This is an optimization exercise on Yosys and OpenROAD, whose aim is small area and a short achievable clock period, not a production implementation.
Where RTL was checked, it was by simulation tests only, not by an equivalence proof against the original.
Power is estimated from default activity; no workload was simulated.

==> build 11: inputs <==
==> flow/design.v (excerpt) <==
module cinema_system(
    input clk,
    input reset,
    input [1:0] theater_id,     
    input [3:0] row,
    input [3:0] col,
    input book_seat,
    input cancel_seat,
    input [1:0] seat_category,  
    input [1:0] time_slot,      
    input [2:0] day_type,       
    output [7:0] seat_status_out,
    output [7:0] total_booked,
    output [7:0] total_available,
    output [15:0] revenue,
    output [15:0] total_revenue
);
==> module aoi3, before the edit <==
module aoi3 (
    input a0, s0, a1, s1, a2, s2,
    output y
);
    assign y = ~((a0 & s0) | (a1 & s1) | (a2 & s2));
endmodule
==> module cinema_system, before the edit <==
module cinema_system(
    input clk,
    input reset,
    input [1:0] theater_id,     
    input [3:0] row,
    input [3:0] col,
    input book_seat,
    input cancel_seat,
    input [1:0] seat_category,  
    input [1:0] time_slot,      
    input [2:0] day_type,       
    output [7:0] seat_status_out,
    output [7:0] total_booked,
    output [7:0] total_available,
    output [15:0] revenue,
    output [15:0] total_revenue
);
    reg        valid;
    reg [1:0]  p_theater;
    reg [6:0]  p_cnt;
    reg [15:0] p_rev;
    reg [9:0]  p_delta;    
    reg        p_add, p_sub;
    reg [15:0] trev;
    reg [7:0]  status_q;
    reg        p_wr;
    reg [4:0]  p_row;
    reg [9:0] price;
    always @(*) begin
        case ({seat_category == 2'd2 ? 2'd2 : seat_category == 2'd1 ? 2'd1 : 2'd0,
               time_slot == 2'd0 ? 2'd0 : time_slot == 2'd2 ? 2'd2 : 2'd1,
               day_type == 3'd1 ? 2'd1 : day_type == 3'd2 ? 2'd2 : 2'd0})
            6'b00_00_00: price = 10'd120;
            6'b00_00_01: price = 10'd144;
            6'b00_00_10: price = 10'd180;
            6'b00_01_00: price = 10'd150;
            6'b00_01_01: price = 10'd180;
            6'b00_01_10: price = 10'd225;
            6'b00_10_00: price = 10'd180;
            6'b00_10_01: price = 10'd216;
            6'b00_10_10: price = 10'd270;
            6'b01_00_00: price = 10'd160;
            6'b01_00_01: price = 10'd192;
            6'b01_00_10: price = 10'd240;
            6'b01_01_00: price = 10'd200;
            6'b01_01_01: price = 10'd240;
            6'b01_01_10: price = 10'd300;
            6'b01_10_00: price = 10'd240;
            6'b01_10_01: price = 10'd288;
            6'b01_10_10: price = 10'd360;
            6'b10_00_00: price = 10'd240;
            6'b10_00_01: price = 10'd288;
            6'b10_00_10: price = 10'd360;
            6'b10_01_00: price = 10'd300;
            6'b10_01_01: price = 10'd360;
            6'b10_01_10: price = 10'd450;
            6'b10_10_00: price = 10'd360;
            6'b10_10_01: price = 10'd432;
            6'b10_10_10: price = 10'd540;
            default:     price = 10'bx;
        endcase
    end
    wire        row_ok = ~row[3];
    wire        col_ok = ~col[3];
    wire [4:0]  row_idx = {theater_id, row[2:0]};
    wire [31:0] row_wr = {31'd0, p_wr} << p_row;
    wire [31:0] row_keep = ~row_wr & {32{valid}};
    wire [255:0] seat_q;
    genvar g;
    generate for (g = 0; g < 32; g = g + 1) begin : seat_rows
        wire [7:0] unused_d;
        hold_reg #(8) u (.clk(clk), .wr(row_wr[g]), .keep(row_keep[g]), .n(status_q),
                         .q(seat_q[g*8 +: 8]), .d(unused_d));
    end endgenerate
    wire [3:0]  th_dec = 4'd1 << theater_id;
    wire [7:0]  rw_dec = 8'd1 << row[2:0];
    wire [31:0] row_rd;
    generate for (g = 0; g < 32; g = g + 1) begin : rd
        assign row_rd[g] = th_dec[g / 8] & rw_dec[g % 8] & row_keep[g];
    end endgenerate
    wire        fwd = p_wr & (p_row == row_idx);
    wire [32:0] rd_sel = {fwd, row_rd};
    wire [7:0]  row_old;
    genvar b;
    generate for (b = 0; b < 8; b = b + 1) begin : rdb
        wire [32:0] v;
        wire [10:0] n;
        for (g = 0; g < 32; g = g + 1) begin : vv
            assign v[g] = seat_q[g*8 + b];
        end
        assign v[32] = status_q[b];
        for (g = 0; g < 11; g = g + 1) begin : t
            aoi3 u (.a0(v[3*g]), .s0(rd_sel[3*g]), .a1(v[3*g+1]), .s1(rd_sel[3*g+1]),
                    .a2(v[3*g+2]), .s2(rd_sel[3*g+2]), .y(n[g]));
        end
        assign row_old[b] = ~&n;
    end endgenerate
    wire [7:0] col_sel = (8'd1 << col[2:0]) & {8{row_ok & col_ok}};
    wire       old_bit = |(row_old & col_sel);
    wire       new_bit = ~cancel_seat & (old_bit | book_seat);
    wire [7:0] row_new = (row_old & ~col_sel) | (col_sel & {8{new_bit}});
    wire       op_add = |col_sel & ~old_bit & book_seat & ~cancel_seat;
    wire       op_sub = |col_sel & old_bit & cancel_seat;
    wire [15:0] rev_now, trev_now;
    wire [6:0]  cnt_now, avail_now;
    rev_adder u_rev (.a(p_rev), .d(p_delta), .s(p_sub), .y(rev_now));
    rev_adder u_trev (.a(trev), .d(p_delta), .s(p_sub), .y(trev_now));
    cnt_adder u_cnt (.c(p_cnt), .add(p_add), .sub(p_sub), .booked(cnt_now), .avail(avail_now));
    assign seat_status_out = status_q;
    assign total_booked    = {1'b0, cnt_now};
    assign total_available = {1'b0, avail_now};
    assign revenue         = rev_now;
    assign total_revenue   = trev_now;
    wire [3:0]  th_wr = 4'd1 << p_theater;
    wire [3:0]  th_keep = ~th_wr & {4{valid}};
    wire [22:0] th_d [0:3];
    generate for (g = 0; g < 4; g = g + 1) begin : theaters
        wire [22:0] q;
        hold_reg #(23) u (.clk(clk), .wr(th_wr[g]), .keep(th_keep[g]), .n({cnt_now, rev_now}),
                          .q(q), .d(th_d[g]));
    end endgenerate
    wire [22:0] th_sel = th_d[theater_id];
    always @(posedge clk) begin
        p_theater <= theater_id;
        p_row <= row_idx;
    end
    always @(posedge clk or posedge reset) begin
        if (reset) begin
            valid <= 1'b0;
            trev <= 16'd0;
            p_cnt <= 7'd0;
            p_rev <= 16'd0;
            p_delta <= 10'd0;
            p_add <= 1'b0;
            p_sub <= 1'b0;
            status_q <= 8'd0;
            p_wr <= 1'b0;
        end else begin
            valid <= 1'b1;
            trev <= trev_now;
            {p_cnt, p_rev} <= th_sel;
            p_delta <= op_sub ? ~price : op_add ? price : 10'd0;
            p_add <= op_add;
            p_sub <= op_sub;
            status_q <= row_ok ? row_new : 8'd0;
            p_wr <= row_ok;
        end
    end
endmodule
==> flow/config.mk <==
export PLATFORM = sky130hd
export DESIGN_NAME = cinema_system
export DESIGN_NICKNAME = cinema_system
export VERILOG_FILES = /design/flow/design.v
export SDC_FILE = /design/flow/constraint.sdc
export NUM_CORES = 4
export LEC_CHECK = 0
export CAP_MARGIN = 20
export CORE_MARGIN = 2
export CORE_UTILIZATION = 65
export SLEW_MARGIN = 20
export SYNTH_HIERARCHICAL = 1
==> flow/constraint.sdc <==
create_clock -name core_clock -period 32.0 [get_ports {clk}]
set_input_delay 6.4000 -clock core_clock [delete_from_list [all_inputs] [get_ports {clk}]]
set_output_delay 6.4000 -clock core_clock [all_outputs]
set_load 0.01 [all_outputs]
standard.sh (not shown) runs the stock make flow with config.mk's settings and CLKGATE_MAP_FILE= SYNTH_SCRIPT=/design/flow/synth_recipe.tcl, a recipe that flattens the netlist after the stock synthesis.
==> flow/flow/run.sh <==
#!/bin/bash
# Standard ORFS layout (the standard.sh, so the standard synthesis,
# floorplan, power grid and tap cells are unchanged), with extra make
# variables from flow/knobs.txt, one VAR=value per line:
#  - REMOVE_ABC_BUFFERS=1: drop the buffers ABC inserts (resizer rebuffers),
#  - BUFFER_PORTS_ARGS: small port buffers,
#  - SETUP_SLACK_MARGIN / TNS_END_PERCENT: timing repair asked to reach a
#    setup slack margin, which pushes the achieved period down (the SDC and
#    the clock period are unchanged),
#  - CTS_ARGS: clock tree with large clusters and no dummy loads.
# make's output goes to make_finish.log; ORFS keeps each step's log under
# orfs/logs.
set -euo pipefail
args=()
while IFS= read -r line; do
  [[ -z "$line" || "$line" == \#* ]] && continue
  args+=("$line")
done < flow/knobs.txt
bash standard.sh "${args[@]}" finish > make_finish.log 2>&1
==> flow/flow/knobs.txt <==
REMOVE_ABC_BUFFERS=1
BUFFER_PORTS_ARGS=-buffer_cell sky130_fd_sc_hd__buf_1
SETUP_SLACK_MARGIN=23
TNS_END_PERCENT=100
CTS_ARGS=-sink_clustering_enable -repair_clock_nets -sink_clustering_size 24 -sink_clustering_max_diameter 80 -buf_list sky130_fd_sc_hd__clkbuf_16 -dont_use_dummy_load
==> inputs of trial 50, as changes to build 11 <==
--- a/flow/design.v
+++ b/flow/design.v
@@ -3,53 +3,16 @@
     input wr,
     input keep,
     input [W-1:0] n,
     output reg [W-1:0] q,
     output [W-1:0] d
 );
     assign d = ({W{wr}} & n) | ({W{keep}} & q);
     always @(posedge clk) q <= d;
-endmodule
-module rev_adder (
-    input [15:0] a,
-    input [9:0] d,
-    input s,
-    output [15:0] y
-);
-    wire [16:0] sum = {a, 1'b1} + {{6{s}}, d, s};
-    assign y = sum[16:1];
-endmodule
-module cnt_adder (
-    input [6:0] c,
-    input add,
-    input sub,
-    output [6:0] booked,
-    output [6:0] avail
-);
-    wire [6:0] t, u;
-    assign t[0] = add | sub;
-    assign u[0] = ~add & ~sub;
-    genvar i;
-    generate for (i = 1; i < 7; i = i + 1) begin : g
-        assign t[i] = (add & (&c[i-1:0])) | (sub & ~(|c[i-1:0]));
-        if (i == 1) begin : g1
-            assign u[i] = (~add & ~sub & ~c[0]) | sub;
-        end else begin : g2
-            assign u[i] = (~add & ~sub & ~(|c[i-1:0])) | (sub & ~(|c[i-1:1]));
-        end
-    end endgenerate
-    assign booked = c ^ t;
-    assign avail = ~c ^ u ^ 7'b1000000;
-endmodule
-module aoi3 (
-    input a0, s0, a1, s1, a2, s2,
-    output y
-);
-    assign y = ~((a0 & s0) | (a1 & s1) | (a2 & s2));
 endmodule
 module cinema_system(
     input clk,
     input reset,
     input [1:0] theater_id,     
     input [3:0] row,
     input [3:0] col,
     input book_seat,
@@ -115,50 +78,31 @@
     wire [31:0] row_keep = ~row_wr & {32{valid}};
     wire [255:0] seat_q;
     genvar g;
     generate for (g = 0; g < 32; g = g + 1) begin : seat_rows
         wire [7:0] unused_d;
         hold_reg #(8) u (.clk(clk), .wr(row_wr[g]), .keep(row_keep[g]), .n(status_q),
                          .q(seat_q[g*8 +: 8]), .d(unused_d));
     end endgenerate
-    wire [3:0]  th_dec = 4'd1 << theater_id;
-    wire [7:0]  rw_dec = 8'd1 << row[2:0];
-    wire [31:0] row_rd;
-    generate for (g = 0; g < 32; g = g + 1) begin : rd
-        assign row_rd[g] = th_dec[g / 8] & rw_dec[g % 8] & row_keep[g];
-    end endgenerate
-    wire        fwd = p_wr & (p_row == row_idx);
-    wire [32:0] rd_sel = {fwd, row_rd};
-    wire [7:0]  row_old;
-    genvar b;
-    generate for (b = 0; b < 8; b = b + 1) begin : rdb
-        wire [32:0] v;
-        wire [10:0] n;
-        for (g = 0; g < 32; g = g + 1) begin : vv
-            assign v[g] = seat_q[g*8 + b];
-        end
-        assign v[32] = status_q[b];
-        for (g = 0; g < 11; g = g + 1) begin : t
-            aoi3 u (.a0(v[3*g]), .s0(rd_sel[3*g]), .a1(v[3*g+1]), .s1(rd_sel[3*g+1]),
-                    .a2(v[3*g+2]), .s2(rd_sel[3*g+2]), .y(n[g]));
-        end
-        assign row_old[b] = ~&n;
-    end endgenerate
+    wire       fwd = p_wr & (p_row == row_idx);
+    wire [7:0] row_old = fwd ? status_q : seat_q[row_idx*8 +: 8] & {8{valid}};
     wire [7:0] col_sel = (8'd1 << col[2:0]) & {8{row_ok & col_ok}};
     wire       old_bit = |(row_old & col_sel);
     wire       new_bit = ~cancel_seat & (old_bit | book_seat);
     wire [7:0] row_new = (row_old & ~col_sel) | (col_sel & {8{new_bit}});
     wire       op_add = |col_sel & ~old_bit & book_seat & ~cancel_seat;
     wire       op_sub = |col_sel & old_bit & cancel_seat;
-    wire [15:0] rev_now, trev_now;
-    wire [6:0]  cnt_now, avail_now;
-    rev_adder u_rev (.a(p_rev), .d(p_delta), .s(p_sub), .y(rev_now));
-    rev_adder u_trev (.a(trev), .d(p_delta), .s(p_sub), .y(trev_now));
-    cnt_adder u_cnt (.c(p_cnt), .add(p_add), .sub(p_sub), .booked(cnt_now), .avail(avail_now));
+    wire [15:0] delta = {{6{p_sub}}, p_delta};
+    wire [16:0] rev_sum  = {p_rev, 1'b1} + {delta, p_sub};
+    wire [16:0] trev_sum = {trev, 1'b1} + {delta, p_sub};
+    wire [15:0] rev_now  = rev_sum[16:1];
+    wire [15:0] trev_now = trev_sum[16:1];
+    wire [6:0]  cnt_now  = p_cnt + {{6{p_sub}}, p_add | p_sub};
+    wire [6:0]  avail_now = ~p_cnt + (p_add ? 7'd64 : p_sub ? 7'd66 : 7'd65);
     assign seat_status_out = status_q;
     assign total_booked    = {1'b0, cnt_now};
     assign total_available = {1'b0, avail_now};
     assign revenue         = rev_now;
     assign total_revenue   = trev_now;
     wire [3:0]  th_wr = 4'd1 << p_theater;
     wire [3:0]  th_keep = ~th_wr & {4{valid}};
     wire [22:0] th_d [0:3];
==> flow/flow/run.sh (replaced) <==
#!/bin/bash
# Standard ORFS layout (the standard.sh, standard synthesis) with:
#  - the buffers ABC inserts removed at floorplan (REMOVE_ABC_BUFFERS),
#  - small port buffers,
#  - timing repair asked to reach a setup slack margin, so that the achieved
#    period is pushed down (the SDC and clock period are unchanged).
set -euo pipefail
MARGIN=$(cat flow/margin.txt)
bash standard.sh REMOVE_ABC_BUFFERS=1 SETUP_SLACK_MARGIN=$MARGIN \
  "BUFFER_PORTS_ARGS=-buffer_cell $(cat flow/portbuf.txt)" finish > make_finish.log 2>&1
==> flow/flow/margin.txt (new file) <==
23
==> flow/flow/portbuf.txt (new file) <==
sky130_fd_sc_hd__buf_2
==> flow/config.mk (replaced) <==
export PLATFORM = sky130hd
export DESIGN_NAME = cinema_system
export DESIGN_NICKNAME = cinema_system
export VERILOG_FILES = /design/flow/design.v
export SDC_FILE = /design/flow/constraint.sdc
export NUM_CORES = 4
export LEC_CHECK = 0
export CAP_MARGIN = 20
export CORE_MARGIN = 2
export CORE_UTILIZATION = 60
export CTS_BUF_LIST = sky130_fd_sc_hd__clkbuf_4 sky130_fd_sc_hd__clkbuf_8
export SLEW_MARGIN = 20
export SYNTH_HIERARCHICAL = 1
removed: flow/flow/knobs.txt
==> inputs of build 9, as changes to build 11 <==
--- a/flow/design.v
+++ b/flow/design.v
@@ -34,22 +34,16 @@
         if (i == 1) begin : g1
             assign u[i] = (~add & ~sub & ~c[0]) | sub;
         end else begin : g2
             assign u[i] = (~add & ~sub & ~(|c[i-1:0])) | (sub & ~(|c[i-1:1]));
         end
     end endgenerate
     assign booked = c ^ t;
     assign avail = ~c ^ u ^ 7'b1000000;
-endmodule
-module aoi3 (
-    input a0, s0, a1, s1, a2, s2,
-    output y
-);
-    assign y = ~((a0 & s0) | (a1 & s1) | (a2 & s2));
 endmodule
 module cinema_system(
     input clk,
     input reset,
     input [1:0] theater_id,     
     input [3:0] row,
     input [3:0] col,
     input book_seat,
@@ -115,39 +109,18 @@
     wire [31:0] row_keep = ~row_wr & {32{valid}};
     wire [255:0] seat_q;
     genvar g;
     generate for (g = 0; g < 32; g = g + 1) begin : seat_rows
         wire [7:0] unused_d;
         hold_reg #(8) u (.clk(clk), .wr(row_wr[g]), .keep(row_keep[g]), .n(status_q),
                          .q(seat_q[g*8 +: 8]), .d(unused_d));
     end endgenerate
-    wire [3:0]  th_dec = 4'd1 << theater_id;
-    wire [7:0]  rw_dec = 8'd1 << row[2:0];
-    wire [31:0] row_rd;
-    generate for (g = 0; g < 32; g = g + 1) begin : rd
-        assign row_rd[g] = th_dec[g / 8] & rw_dec[g % 8] & row_keep[g];
-    end endgenerate
-    wire        fwd = p_wr & (p_row == row_idx);
-    wire [32:0] rd_sel = {fwd, row_rd};
-    wire [7:0]  row_old;
-    genvar b;
-    generate for (b = 0; b < 8; b = b + 1) begin : rdb
-        wire [32:0] v;
-        wire [10:0] n;
-        for (g = 0; g < 32; g = g + 1) begin : vv
-            assign v[g] = seat_q[g*8 + b];
-        end
-        assign v[32] = status_q[b];
-        for (g = 0; g < 11; g = g + 1) begin : t
-            aoi3 u (.a0(v[3*g]), .s0(rd_sel[3*g]), .a1(v[3*g+1]), .s1(rd_sel[3*g+1]),
-                    .a2(v[3*g+2]), .s2(rd_sel[3*g+2]), .y(n[g]));
-        end
-        assign row_old[b] = ~&n;
-    end endgenerate
+    wire       fwd = p_wr & (p_row == row_idx);
+    wire [7:0] row_old = fwd ? status_q : seat_q[row_idx*8 +: 8] & {8{valid}};
     wire [7:0] col_sel = (8'd1 << col[2:0]) & {8{row_ok & col_ok}};
     wire       old_bit = |(row_old & col_sel);
     wire       new_bit = ~cancel_seat & (old_bit | book_seat);
     wire [7:0] row_new = (row_old & ~col_sel) | (col_sel & {8{new_bit}});
     wire       op_add = |col_sel & ~old_bit & book_seat & ~cancel_seat;
     wire       op_sub = |col_sel & old_bit & cancel_seat;
     wire [15:0] rev_now, trev_now;
     wire [6:0]  cnt_now, avail_now;
==> flow/flow/run.sh (replaced) <==
#!/bin/bash
# Standard ORFS layout (the standard.sh, standard synthesis) with:
#  - the buffers ABC inserts removed at floorplan (REMOVE_ABC_BUFFERS),
#  - small port buffers,
#  - timing repair asked to reach a setup slack margin, so that the achieved
#    period is pushed down (the SDC and clock period are unchanged).
set -euo pipefail
MARGIN=$(cat flow/margin.txt)
bash standard.sh REMOVE_ABC_BUFFERS=1 SETUP_SLACK_MARGIN=$MARGIN \
  "BUFFER_PORTS_ARGS=-buffer_cell $(cat flow/portbuf.txt)" finish > make_finish.log 2>&1
==> flow/flow/margin.txt (new file) <==
23
==> flow/flow/portbuf.txt (new file) <==
sky130_fd_sc_hd__buf_2
==> flow/config.mk (replaced) <==
export PLATFORM = sky130hd
export DESIGN_NAME = cinema_system
export DESIGN_NICKNAME = cinema_system
export VERILOG_FILES = /design/flow/design.v
export SDC_FILE = /design/flow/constraint.sdc
export NUM_CORES = 4
export LEC_CHECK = 0
export CAP_MARGIN = 20
export CORE_MARGIN = 2
export CORE_UTILIZATION = 65
export CTS_BUF_LIST = sky130_fd_sc_hd__clkbuf_16
export CTS_CLUSTER_DIAMETER = 100
export CTS_CLUSTER_SIZE = 30
export SLEW_MARGIN = 20
export SYNTH_HIERARCHICAL = 1
removed: flow/flow/knobs.txt
==> notes.md <==
| quantity | build 9 | trial 50 | build 11 |
|---|---|---|---|
| Result of the run | complete, but fails checks | no timing/DRC/antenna violations | no timing/DRC/antenna violations |
| Reasons for failing layout checks | antenna violations | - | - |
| Pleak | 8.02 nW | 8.92 nW | 7.58 nW |
| Routability congestion estimate from global placement | 0.934 | 0.917 | 0.998 |
| Worst Reg2Reg Path Length in Cells | 11 | 13 | 11 |
| Count of cell instances traversed by the critical path | 8 | 10 | 8 |
| Final routed wire length divided by cell count | 24.8 µm | 23.5 µm | 25.2 µm |
| Proportion of cell area occupied by registers | 43.4% | 40.8% | 44.8% |
| Count of standard-cell rows | 61 | 64 | 60 |
| Slew headroom | 28.4% | 26.5% | 22.0% |
| Top cell type's share of synthesized area | 38.5% | 38.4% | 40.2% |
| Post-CTS Setup Inserts | 15 | 43 | 27 |
| Xor/xnor share of the synthesized area | 2.43% | 2.00% | 2.49% |
| Proportion of synthesized chip area in sequential cells | 46.8% | 46.7% | 48.9% |
| Fraction of final layout cells sized beyond drive strength 1 | 20.8% | 26.4% | 16.7% |
Function not checked in build 9: the RTL went through the layout flow alone.

## re-timing with driven ports
In the flow no input, the clock included, has a driving cell. The finished layouts below were timed again as built, in two steps.
Step 1 assumes that a clkbuf_16 drives the clock port and a buf_2 every other input.
Step 2 adds t to the input delays and takes it off the output delays; t is the mean of the earliest and latest rising clock arrival at the registers after step 1. Input paths then give back, and output paths get back, about the clock's delay inside the block.
a / b / c = ideal / step 1 / step 2; a / b = the first two.
run | t, ns | setup WS [ns] | pins driven straight from the clock port
build 11 | 0.574 | 22.716 / 22.662 / 22.451 | 1
trial 50 | 0.629 | 22.302 / 22.250 / 22.621 | 1
build 9 | 0.599 | 22.824 / 22.771 / 22.520 | 1
For build 9, which loses most, drivers alone change the setup slack by -0.053 ns; drivers and shift together by -0.304 ns.
